This is an optimization exercise on Yosys and OpenROAD, whose aim is small area, a short achievable clock period and few clock cycles, not a production implementation. Function was checked by simulation only, so behaviour that the tests miss may differ from the original.

v14:
// hex2dec
module hex2dec (
    input start,
    input [15:0] hex_data,
    output [7:0] ascii_data,
    output valid,
    output ready,
    input clk,
    input rstn
);
Settings: LEC_CHECK=0, CAP_MARGIN=20, CORE_MARGIN=2, CORE_UTILIZATION=40, SETUP_SLACK_MARGIN=3.0, SLEW_MARGIN=20; clock period 6.0 ns.
standard.sh (not shown) runs the stock make flow with config.mk's settings and CLKGATE_MAP_FILE= SYNTH_SCRIPT=/design/flow/synth_recipe.tcl, a recipe that flattens the netlist after the stock synthesis.
==> flow/flow/run.sh <==
#!/bin/bash
# Own layout flow: the standard synthesis, then its combinational logic mapped
# again by ABC for area (flip-flops kept as the standard synthesis made them:
# same instances, names and cells), then the standard flow from floorplan on.
set -euo pipefail
W=$(pwd)
R=$W/orfs/results/$FLOW_PLATFORM/hex2dec/base
L=$W/orfs/logs/$FLOW_PLATFORM/hex2dec/base
LIB=$FLOW_HOME/platforms/$FLOW_PLATFORM/lib/sky130_fd_sc_hd__tt_025C_1v80.lib
YOSYS=yosys
[[ -x $FLOW_HOME/../tools/install/yosys/bin/yosys ]] && YOSYS=$FLOW_HOME/../tools/install/yosys/bin/yosys
# ABC script for the second mapping: delay-targeted mapping with gate sizing
ABC_ARGS="-script $W/flow/abc.script"

bash standard.sh synth > $W/log_standard_synth.txt 2>&1
cp $R/1_2_yosys.v $W/standard_1_2_yosys.v

$YOSYS -q -l $W/log_cells.txt -p "read_liberty -ignore_miss_func $LIB; write_verilog -noattr $W/cells_all.v" > /dev/null
python3 $W/flow/comb_cells.py $W/cells_all.v $W/cells_comb.v

DU=$(grep -o -- "-dont_use [^ ]*" $L/1_2_yosys.log | sort -u | tr '\n' ' ')
cat > $W/resynth.ys <<EOY
read_liberty -lib $LIB
read_verilog $W/standard_1_2_yosys.v
hierarchy -top $FLOW_TOP
techmap -map $W/cells_comb.v
techmap
opt -fast
opt -purge
abc $ABC_ARGS -liberty $LIB $DU
opt_clean -purge
hilomap -singleton -hicell sky130_fd_sc_hd__conb_1 HI -locell sky130_fd_sc_hd__conb_1 LO
insbuf -buf sky130_fd_sc_hd__buf_4 A X
opt_clean -purge
stat -liberty $LIB
check -assert -mapped
write_verilog -noattr -nohex -nodec $W/resynth.v
EOY
$YOSYS -l $W/log_resynth.txt $W/resynth.ys > /dev/null
cp $W/resynth.v $R/1_2_yosys.v
rm -f $R/1_synth.odb
bash standard.sh "BUFFER_PORTS_ARGS=-buffer_cell sky130_fd_sc_hd__buf_1" finish > $W/log_standard_finish.txt 2>&1
==> flow/flow/abc.script <==
strash
balance
rewrite
refactor
balance
rewrite
rewrite -z
balance
refactor -z
rewrite -z
balance
balance
rewrite
refactor
balance
rewrite
rewrite -z
balance
refactor -z
rewrite -z
balance
dch -f
map -D 1700
buffer
upsize -D 1700
dnsize -D 1700
==> flow/flow/comb_cells.py <==
# Keep the combinational cells from Yosys's functional models of the
# library (read_liberty output): no flip-flops, latches, tie or tristate cells.
import re, sys
src = open(sys.argv[1]).read()
out = []
for body, name in re.findall(r'(module (\S+?)\(.*?endmodule)', src, re.S):
    if 'always' in body or ' reg ' in body or 'conb' in name or "'z" in body or 'bz' in body:
        continue
    if 'assign' not in body:
        continue
    out.append(body)
open(sys.argv[2], 'w').write('\n\n'.join(out) + '\n')
Testbench counts of v14, summed over its fixed seeds: cycles 1,928.
--- input diff v14..v43 ---
-- flow/flow/abc.script --
<<< v14, line 22
dch -f
map -D 1700
buffer
upsize -D 1700
dnsize -D 1700
>>> v43, line 22
dch -f
map -D 1800
buffer
upsize -D 1800
dnsize -D 1800
Total setup buffers inserted after CTS came out exactly the same in v14 and v43.
There was hardly any difference in sequential share of cell area between v43 and v14.
[v43] time the worst path needs with I/O delays and setup rose 34 ps relative to v14
Compared with v14, in v43 multi-input combinational cell count has decreased, share of the clock period used by the worst path after layout increased by 0.57 points relative to the old numbers, final cell area excluding filler cells went down.
No stage failed in v43, and the final checks on the layout all came back clean.
v14 finished every stage and its layout cleared the timing, design-rule and antenna checks.
Comparing the two runs side by side, v43 comes out ahead of v14 on routed wire length.
Inputs modified between v43 and v5:
-- flow/flow/abc.script --
<<< v43, line 22
dch -f
map -D 1800
buffer
upsize -D 1800
dnsize -D 1800
>>> v5, line 22
dch -f
map -D 1600
buffer
upsize -D 1600
dnsize -D 1600
Results
- Taking v43 as the reference point, the highest clock rate of v5 rises by 4.1%.
- The final core utilization number comes out higher for v43 vs v5.
- Higher path length in cells of the critical path was reported by v43, not v5.
## Diff of input files: v47 against v5
-- flow/flow/abc.script --
<<< v5, line 22
dch -f
map -D 1600
buffer
upsize -D 1600
dnsize -D 1600
>>> v47, line 22
dch -f
map -D 1800
buffer
upsize -D 1800
dnsize -D 1800
-- flow/config.mk --
<<< v5, line 10
export CORE_UTILIZATION = 40
export SETUP_SLACK_MARGIN = 3.0
export SLEW_MARGIN = 20
>>> v47, line 10
export CORE_UTILIZATION = 40
export SETUP_SLACK_MARGIN = 3.1
export SLEW_MARGIN = 20
Results
Summary: with v5 as the reference, synthesized cell count in v47 moved down by a few percent. Taking v5 as the reference, in v47 critical path's largest stage delay now smaller, number of buffers inserted by hold repair at cts barely changed, non-filler instance count after layout dropped 23. Changes observed in v47 relative to v5: non-clock buffer count now larger, global-route wire length before repair now smaller, instance area at placement now smaller. v47 vs v5: average detailed-routed wire length per instance down in v47. Summary: shortest clock period the worst path allows after layout, v47 worse than v5. Going from v5 to v47, maximum frequency from static timing analysis moved down.

---

Another version of the RTL of hex2dec (not shown whole).
Size: ~370 cells after synthesis, about 29 I/O pins.
Settings: LEC_CHECK=0, CAP_MARGIN=20, CORE_MARGIN=2, CORE_UTILIZATION=40, SLEW_MARGIN=20; clock period 6.0 ns.
==> flow/flow/abc.script <==
strash
dch -f
map -D 1800
buffer
upsize -D 1800
dnsize -D 1800
Scripts as last shown in full above: flow/flow/run.sh, flow/flow/comb_cells.py
Testbench counts at the start, summed over its fixed seeds: cycles 1,936.
Edit:
==> flow/flow/abc.script (replaced) <==
strash
balance
rewrite
refactor
balance
rewrite
rewrite -z
balance
refactor -z
rewrite -z
balance
balance
rewrite
refactor
balance
rewrite
rewrite -z
balance
refactor -z
rewrite -z
balance
dch -f
map -D 1800
buffer
upsize -D 1800
dnsize -D 1800
--- a/flow/config.mk
+++ b/flow/config.mk
@@ -10,2 +10,3 @@
 export CORE_UTILIZATION = 40
+export SETUP_SLACK_MARGIN = 3.3
 export SLEW_MARGIN = 20
Result:
- via count drops by a few percent
- clock-buffer cell count stays the same
- global-route usage went down by 0.94 points
- maximum frequency is higher by roughly a tenth
- setup slack improves by 0.31 ns
- synthesized cell count shrinks by a few percent
- clock skew hardly moves
Edit:
--- a/flow/config.mk
+++ b/flow/config.mk
@@ -10,3 +10,2 @@
 export CORE_UTILIZATION = 40
-export SETUP_SLACK_MARGIN = 3.3
 export SLEW_MARGIN = 20
Effect: Cell count came out lower slightly; area after synthesis stays the same; via count drops by a few percent; setup slack got worse by 0.21 ns; non-clock buffer count went down by 9; routed wire length decreases by roughly a tenth; register-to-register slack loses 0.21 ns; maximum frequency is lower by a little under a tenth; design area goes down by roughly a tenth.

---

The RTL this note starts from:
==> flow/design.v <==
`timescale 1 ns / 100 ps
module hex2dec (
    input start,
    input [15:0] hex_data,
    output [7:0] ascii_data,
    output reg valid,
    output reg ready,
    input clk,
    input rstn
);
    reg [16:0] r;
    reg [3:0]  dig;
    reg [2:0]  ph;       
    wire accept = start & ready;
    function automatic ge(input [12:0] x, input [12:0] k);
        integer i;
        begin
            ge = 1'b1;
            for (i = 0; i < 13; i = i + 1)
                ge = k[i] ? (x[i] & ge) : (x[i] | ge);
        end
    endfunction
    wire [12:0] rh = r[16:4];
    wire [9:0] g;
    assign g[0] = 1'b1;
    genvar k;
    generate
        for (k = 1; k < 10; k = k + 1) begin : cmp
            assign g[k] = ge(rh, 625 * k);
        end
    endgenerate
    wire [9:0] oh = g & ~{1'b0, g[9:1]};     
    reg [3:0]  q;
    reg [11:0] c;        
    integer j;
    always @(*) begin
        q = 4'd0;
        c = 12'd0;
        for (j = 1; j < 10; j = j + 1) begin
            q = q | ({4{oh[j]}} & j[3:0]);
            c = c | ({12{oh[j]}} & 12'((j * 3125) % 4096));
        end
    end
    wire [16:0] t = {r[15:0], 1'b0} + {r[13:0], 3'b000};    
    wire [16:0] r_next = {t[16:5] - c, t[4:0]};
    always @(posedge clk)
        r <= accept ? {1'b0, hex_data} : r_next;
    always @(posedge clk)
        dig <= q;
    always @(posedge clk or negedge rstn)
        if (!rstn) begin
            ph <= 3'd7;
            valid <= 1'b0;
            ready <= 1'b0;
        end else begin
            valid <= (ph != 3'd7);
            if (accept)
                ph <= 3'd0;
            else if (ph == 3'd4)
                ph <= 3'd7;
            else if (ph != 3'd7)
                ph <= ph + 3'd1;
            ready <= ~accept & (ph == 3'd3 || ph == 3'd4 || ph == 3'd7);
        end
    assign ascii_data = {4'h3, dig};
endmodule
==> flow/config.mk <==
export PLATFORM = sky130hd
export DESIGN_NAME = hex2dec
export DESIGN_NICKNAME = hex2dec
export VERILOG_FILES = /design/flow/design.v
export SDC_FILE = /design/flow/constraint.sdc
export NUM_CORES = 4
export LEC_CHECK = 0
export CAP_MARGIN = 20
export CORE_MARGIN = 2
export CORE_UTILIZATION = 40
export SETUP_SLACK_MARGIN = 3.1
export SLEW_MARGIN = 20
==> flow/constraint.sdc <==
create_clock -name core_clock -period 6.0 [get_ports {clk}]
set_input_delay 1.2000 -clock core_clock [delete_from_list [all_inputs] [get_ports {clk}]]
set_output_delay 1.2000 -clock core_clock [all_outputs]
set_load 0.01 [all_outputs]
==> flow/flow/abc.script <==
strash
balance
rewrite
refactor
balance
rewrite
rewrite -z
balance
refactor -z
rewrite -z
balance
balance
rewrite
refactor
balance
rewrite
rewrite -z
balance
refactor -z
rewrite -z
balance
dch -f
map -D 1800
buffer
upsize -D 1800
dnsize -D 1800
Scripts as last shown in full above: flow/flow/run.sh, flow/flow/comb_cells.py
The starting point completed without violations.
Testbench counts at the start, summed over its fixed seeds: cycles 1,936.
==> next run, changes <==
==> flow/flow/abc.script (replaced) <==
strash
ifraig
balance
rewrite
refactor
balance
rewrite
rewrite -z
balance
refactor -z
rewrite -z
balance
dch -f
map -D 2000
buffer
upsize -D 2000
dnsize -D 2000
SETUP_SLACK_MARGIN = default   (was 3.1)
Effect: Wire length fell by 9.4%. Final cell count fell by 4.9%. Sequential share of layout area rose by 1.6 points. Synthesized area fell by about 4.6%. Worst hold slack improved by 10 ps. Critical path depth rose by 6. Non-clock buffer count fell by 3. Final area fell by 10%.
==> next run, changes <==
--- a/flow/flow/run.sh
+++ b/flow/flow/run.sh
@@ -13 +13,2 @@
-ABC_ARGS="-script $W/flow/abc.script"
+printf 'set_driving_cell sky130_fd_sc_hd__dfxtp_1\nset_load 10\n' > $W/abc.constr
+ABC_ARGS="-script $W/flow/abc.script -constr $W/abc.constr"
==> flow/flow/abc.script (replaced) <==
strash
balance
rewrite
refactor
balance
rewrite
rewrite -z
balance
refactor -z
rewrite -z
balance
balance
rewrite
refactor
balance
rewrite
rewrite -z
balance
refactor -z
rewrite -z
balance
dch -f
map -D 1800
buffer
upsize -D 1800
dnsize -D 1800
Worst hold slack degrades by 14 ps.
Die area increases by 19%.
Critical path depth went down by 6.
Synthesized area climbs by 20%.
==> next run, changes <==
--- a/flow/flow/run.sh
+++ b/flow/flow/run.sh
@@ -13,2 +13 @@
-printf 'set_driving_cell sky130_fd_sc_hd__dfxtp_1\nset_load 10\n' > $W/abc.constr
-ABC_ARGS="-script $W/flow/abc.script -constr $W/abc.constr"
+ABC_ARGS="-script $W/flow/abc.script"
SETUP_SLACK_MARGIN = 3.2   (was default)
Effect: Die area went down by 12%; clock-buffer cell count climbs by 1; via count came out higher by 4.3%.
==> next run, changes <==
--- a/flow/flow/run.sh
+++ b/flow/flow/run.sh
@@ -42 +42 @@
-bash standard.sh "BUFFER_PORTS_ARGS=-buffer_cell sky130_fd_sc_hd__buf_1" finish > $W/log_standard_finish.txt 2>&1
+bash standard.sh "BUFFER_PORTS_ARGS=-buffer_cell sky130_fd_sc_hd__buf_2" finish > $W/log_standard_finish.txt 2>&1
==> flow/flow/abc.script (replaced) <==
strash
dch -f
map -D 1800
buffer
upsize -D 1800
dnsize -D 1800
SETUP_SLACK_MARGIN = default   (was 3.2)
The changed run completed with no timing, DRC or antenna violations.
Die area rises by 4.7%.
Cell count grows by 2.9%.
Area after synthesis rose by 5.0%.

---

Setup of v29:
// hex2dec: RTL as listed in full above, without the edits since
==> flow/config.mk <==
export PLATFORM = sky130hd
export DESIGN_NAME = hex2dec
export DESIGN_NICKNAME = hex2dec
export VERILOG_FILES = /design/flow/design.v
export SDC_FILE = /design/flow/constraint.sdc
export NUM_CORES = 4
export LEC_CHECK = 0
export CAP_MARGIN = 20
export CORE_MARGIN = 2
export CORE_UTILIZATION = 40
export GPL_TIMING_DRIVEN = 0
export SLEW_MARGIN = 20
==> flow/constraint.sdc <==
create_clock -name core_clock -period 6.0 [get_ports {clk}]
set_input_delay 1.2000 -clock core_clock [delete_from_list [all_inputs] [get_ports {clk}]]
set_output_delay 1.2000 -clock core_clock [all_outputs]
set_load 0.01 [all_outputs]
==> flow/flow/run.sh <==
#!/bin/bash
# Own layout flow: the standard synthesis, then its combinational logic mapped
# again by ABC for area (flip-flops kept as the standard synthesis made them:
# same instances, names and cells), then the standard flow from floorplan on.
set -euo pipefail
W=$(pwd)
R=$W/orfs/results/$FLOW_PLATFORM/hex2dec/base
L=$W/orfs/logs/$FLOW_PLATFORM/hex2dec/base
LIB=$FLOW_HOME/platforms/$FLOW_PLATFORM/lib/sky130_fd_sc_hd__tt_025C_1v80.lib
YOSYS=yosys
[[ -x $FLOW_HOME/../tools/install/yosys/bin/yosys ]] && YOSYS=$FLOW_HOME/../tools/install/yosys/bin/yosys
# ABC script for the second mapping: delay-targeted mapping with gate sizing
ABC_ARGS="-script $W/flow/abc.script"

bash standard.sh synth > $W/log_standard_synth.txt 2>&1
cp $R/1_2_yosys.v $W/standard_1_2_yosys.v

$YOSYS -q -l $W/log_cells.txt -p "read_liberty -ignore_miss_func $LIB; write_verilog -noattr $W/cells_all.v" > /dev/null
python3 $W/flow/comb_cells.py $W/cells_all.v $W/cells_comb.v

DU=$(grep -o -- "-dont_use [^ ]*" $L/1_2_yosys.log | sort -u | tr '\n' ' ')
cat > $W/resynth.ys <<EOY
read_liberty -lib $LIB
read_verilog $W/standard_1_2_yosys.v
hierarchy -top $FLOW_TOP
techmap -map $W/cells_comb.v
techmap
opt -fast
opt -purge
abc $ABC_ARGS -liberty $LIB $DU
opt_clean -purge
hilomap -singleton -hicell sky130_fd_sc_hd__conb_1 HI -locell sky130_fd_sc_hd__conb_1 LO
insbuf -buf sky130_fd_sc_hd__buf_4 A X
opt_clean -purge
stat -liberty $LIB
check -assert -mapped
write_verilog -noattr -nohex -nodec $W/resynth.v
EOY
$YOSYS -l $W/log_resynth.txt $W/resynth.ys > /dev/null
cp $W/resynth.v $R/1_2_yosys.v
rm -f $R/1_synth.odb
bash standard.sh "BUFFER_PORTS_ARGS=-buffer_cell sky130_fd_sc_hd__buf_1" finish > $W/log_standard_finish.txt 2>&1
==> flow/flow/abc.script <==
strash
balance
rewrite
refactor
balance
rewrite
rewrite -z
balance
refactor -z
rewrite -z
balance
balance
rewrite
refactor
balance
rewrite
rewrite -z
balance
refactor -z
rewrite -z
balance
dch -f
map -D 1800
buffer
upsize -D 1800
dnsize -D 1800
Scripts as last shown in full above: flow/flow/comb_cells.py
v29 finished end to end and its layout was clean on timing, DRC and antenna.
Testbench counts of v29, summed over its fixed seeds: cycles 1,936.
Setup changes, v29 to v1
Settings: an added SETUP_SLACK_MARGIN of 3.1; a deleted GPL_TIMING_DRIVEN that had been 0.
-- flow/flow/abc.script --
<<< v29, line 21
balance
dch -f
map -D 1800
buffer
upsize -D 1800
dnsize -D 1800
>>> v1, line 21
balance
dch -f
map -D 2200
buffer
upsize -D 2200
dnsize -D 2200
--- outcome ---
Diff v29 -> v1 | synthesized cell count | down by a few percent. In the tables for v29 and v1, area enclosed by the die boundary reads higher with v29. v1: full flow OK, the timing, design-rule and antenna checks passed.
Edits applied to the flow inputs when going from v1 to v42:
Settings: CTS_CLUSTER_SIZE: unset -> 30; CTS_CLUSTER_DIAMETER: unset -> 100; SETUP_SLACK_MARGIN: 3.1 -> unset.
-- flow/flow/abc.script --
<<< v1, line 21
balance
dch -f
map -D 2200
buffer
upsize -D 2200
dnsize -D 2200
>>> v42, line 21
balance
dch -f
map -D 1800
buffer
upsize -D 1800
dnsize -D 1800
## What came out
- v42: total of plain and repair buffers excluding clock buffers 23 below v1
- v42 vs. v1: via count went down 81.
- Compared with v1, v42 shows a number of nets in the layout that is 2 lower.
- As far as worst-case headroom to the max-slew limit is concerned, v1 and v42 perform about the same.
- Share of layout cells above drive strength 1 delta for v42 relative to v1: 29 points lower
- Between v42 and v1, the transition time of the tightest slew-check pin figures differ only marginally.
- When v42 is set beside v1, its final area turns out to be 18% smaller.
- Compared with v1, v42 shows slack of the worst reg-to-reg path higher by 40 ps.
- Global-route usage down 2.5 points in v42 wrt v1
Inputs modified between v42 and v54:
Settings: removing CTS_CLUSTER_DIAMETER (formerly 100); removing CTS_CLUSTER_SIZE (formerly 30).
-- flow/flow/abc.script --
<<< v42, line 21
balance
dch -f
map -D 1800
buffer
upsize -D 1800
dnsize -D 1800
>>> v54, line 21
balance
dch -f
map -D 2200
buffer
upsize -D 2200
dnsize -D 2200
Notes after the runs:
- When v54 is measured against v42, its share of the core filled with cells in the final layout turns out 0.29 points higher.
- Looking at worst setup slack before clock tree synthesis, v54 sits 280 ps below v42.
- v54 | status: complete | timing, DRC, antenna: pass
- Compared with v42, in v54 count of cells along the worst hold path climbed 1, pin slew with the least headroom to its limit went down, worst setup skew after layout decreased 6.4 ps.
--- input diff v54..v46 ---
Settings: setting SETUP_SLACK_MARGIN to 3.2 for the first time.
==> flow/flow/abc.script <==
strash
ifraig
balance
rewrite
refactor
balance
rewrite
rewrite -z
balance
refactor -z
rewrite -z
balance
dch -f
map -D 2000
buffer
upsize -D 2000
dnsize -D 2000
--- outcome ---
- Final setup slack of the worst path on v46 is ahead of v54.
- Changes observed in v46 relative to v54: number of post-CTS setup repair buffers higher; synthesized cell count climbed 5.
- Total of hold buffers inserted after clock tree synthesis across v54 and v46: no real change.
- v46 | stages: all done | timing, DRC, antenna: all pass
- Summary of the comparison: routed wire length is higher in v46, relative to v54.
- Changes observed in v46 relative to v54: count of vias placed by the detailed router climbed 16%; global-route usage up 2.0 points.
## Diff of input files: v22 against v46
Settings: swapping 3.2 for 3.0 in SETUP_SLACK_MARGIN.
==> flow/flow/abc.script <==
strash
balance
rewrite
refactor
balance
rewrite
rewrite -z
balance
refactor -z
rewrite -z
balance
balance
rewrite
refactor
balance
rewrite
rewrite -z
balance
refactor -z
rewrite -z
balance
dch -f
map -D 1800
buffer
upsize -D 1800
dnsize -D 1800
## What came out
- v22 closes out successfully: all stages finished, all timing, DRC and antenna checks passed.
- Going from v46 to v22, filler-free cell count of the finished design shrank slightly.
- In v22 relative to v46, maximum frequency had gone down slightly.
- Count of hold-fix buffers inserted at cts: v22 vs v46 — no meaningful difference
- sky130_fd_sc_hd__dfxtp_4 as the highest-delay cell along the critical path was reported by v46, and sky130_fd_sc_hd__dfxtp_2 by v22.
- Compared with v46, in v22 first-pass GRT wire length fell by about 2.2%; synthesized cell count picked up an extra 4.5%; non-clock buffer count down 26.

## static timing again, ports no longer ideal
Ports are ideal in the flow. The routed layouts listed here were re-timed in OpenROAD. Step 1 sets driving cells, clkbuf_16 on the clock port and buf_2 on the other inputs (assumed; they add their load-dependent delay and slew). Step 2 adds t to the input delays and takes it off the output delays; t is the mean of the earliest and latest rising clock arrival at the registers after step 1. Input paths then give back, and output paths get back, about the clock's delay inside the block. Slacks: ideal ports / drivers / drivers and shift; pairs: ideal ports / drivers.
run | shift t [ns] | setup WS [ns] | latest minus earliest clock arrival (ns) | worst data-port slew with drivers (ns)
v14 | 0.294 | 3.318 / 3.318 / 3.200 | 0.003 / 0.004 | 0.03
v43 | 0.289 | 3.284 / 3.284 / 3.240 | 0.007 / 0.007 | 0.03
v5 | 0.294 | 3.389 / 3.389 / 3.248 | 0.006 / 0.006 | 0.03
v47 | 0.292 | 3.257 / 3.257 / 3.220 | 0.008 / 0.008 | 0.03
the first run of note 2 | 0.296 | 2.987 / 2.987 / 2.987 | 0.004 / 0.004 | 0.03
the second run of note 2 | 0.302 | 3.300 / 3.300 / 3.300 | 0.006 / 0.006 | 0.03
the third run of note 2 | 0.299 | 3.089 / 3.089 / 3.089 | 0.009 / 0.009 | 0.03
the first run of note 3 | 0.301 | 3.292 / 3.292 / 3.119 | 0.010 / 0.010 | 0.03
the second run of note 3 | 0.292 | 2.871 / 2.871 / 2.871 | 0.003 / 0.003 | 0.03
the third run of note 3 | 0.311 | 3.107 / 3.107 / 3.073 | 0.020 / 0.021 | 0.03
the fourth run of note 3 | 0.303 | 3.325 / 3.325 / 3.218 | 0.005 / 0.005 | 0.03
the fifth run of note 3 | 0.293 | 3.008 / 3.008 / 3.008 | 0.008 / 0.008 | 0.03
v29 | 0.304 | 3.001 / 3.001 / 3.001 | 0.007 / 0.007 | 0.03
v1 | 0.296 | 3.044 / 3.044 / 3.044 | 0.003 / 0.003 | 0.03
v42 | 0.299 | 3.089 / 3.089 / 3.089 | 0.009 / 0.009 | 0.03
v54 | 0.291 | 2.681 / 2.681 / 2.681 | 0.002 / 0.002 | 0.03
v46 | 0.295 | 3.238 / 3.238 / 3.238 | 0.002 / 0.002 | 0.03
v22 | 0.298 | 3.228 / 3.228 / 3.122 | 0.010 / 0.010 | 0.03
After both steps every run listed still meets setup and hold. The setup slack of the first run of note 3, which loses most, moves by 0.000 ns with the drivers and by -0.173 ns with both steps.
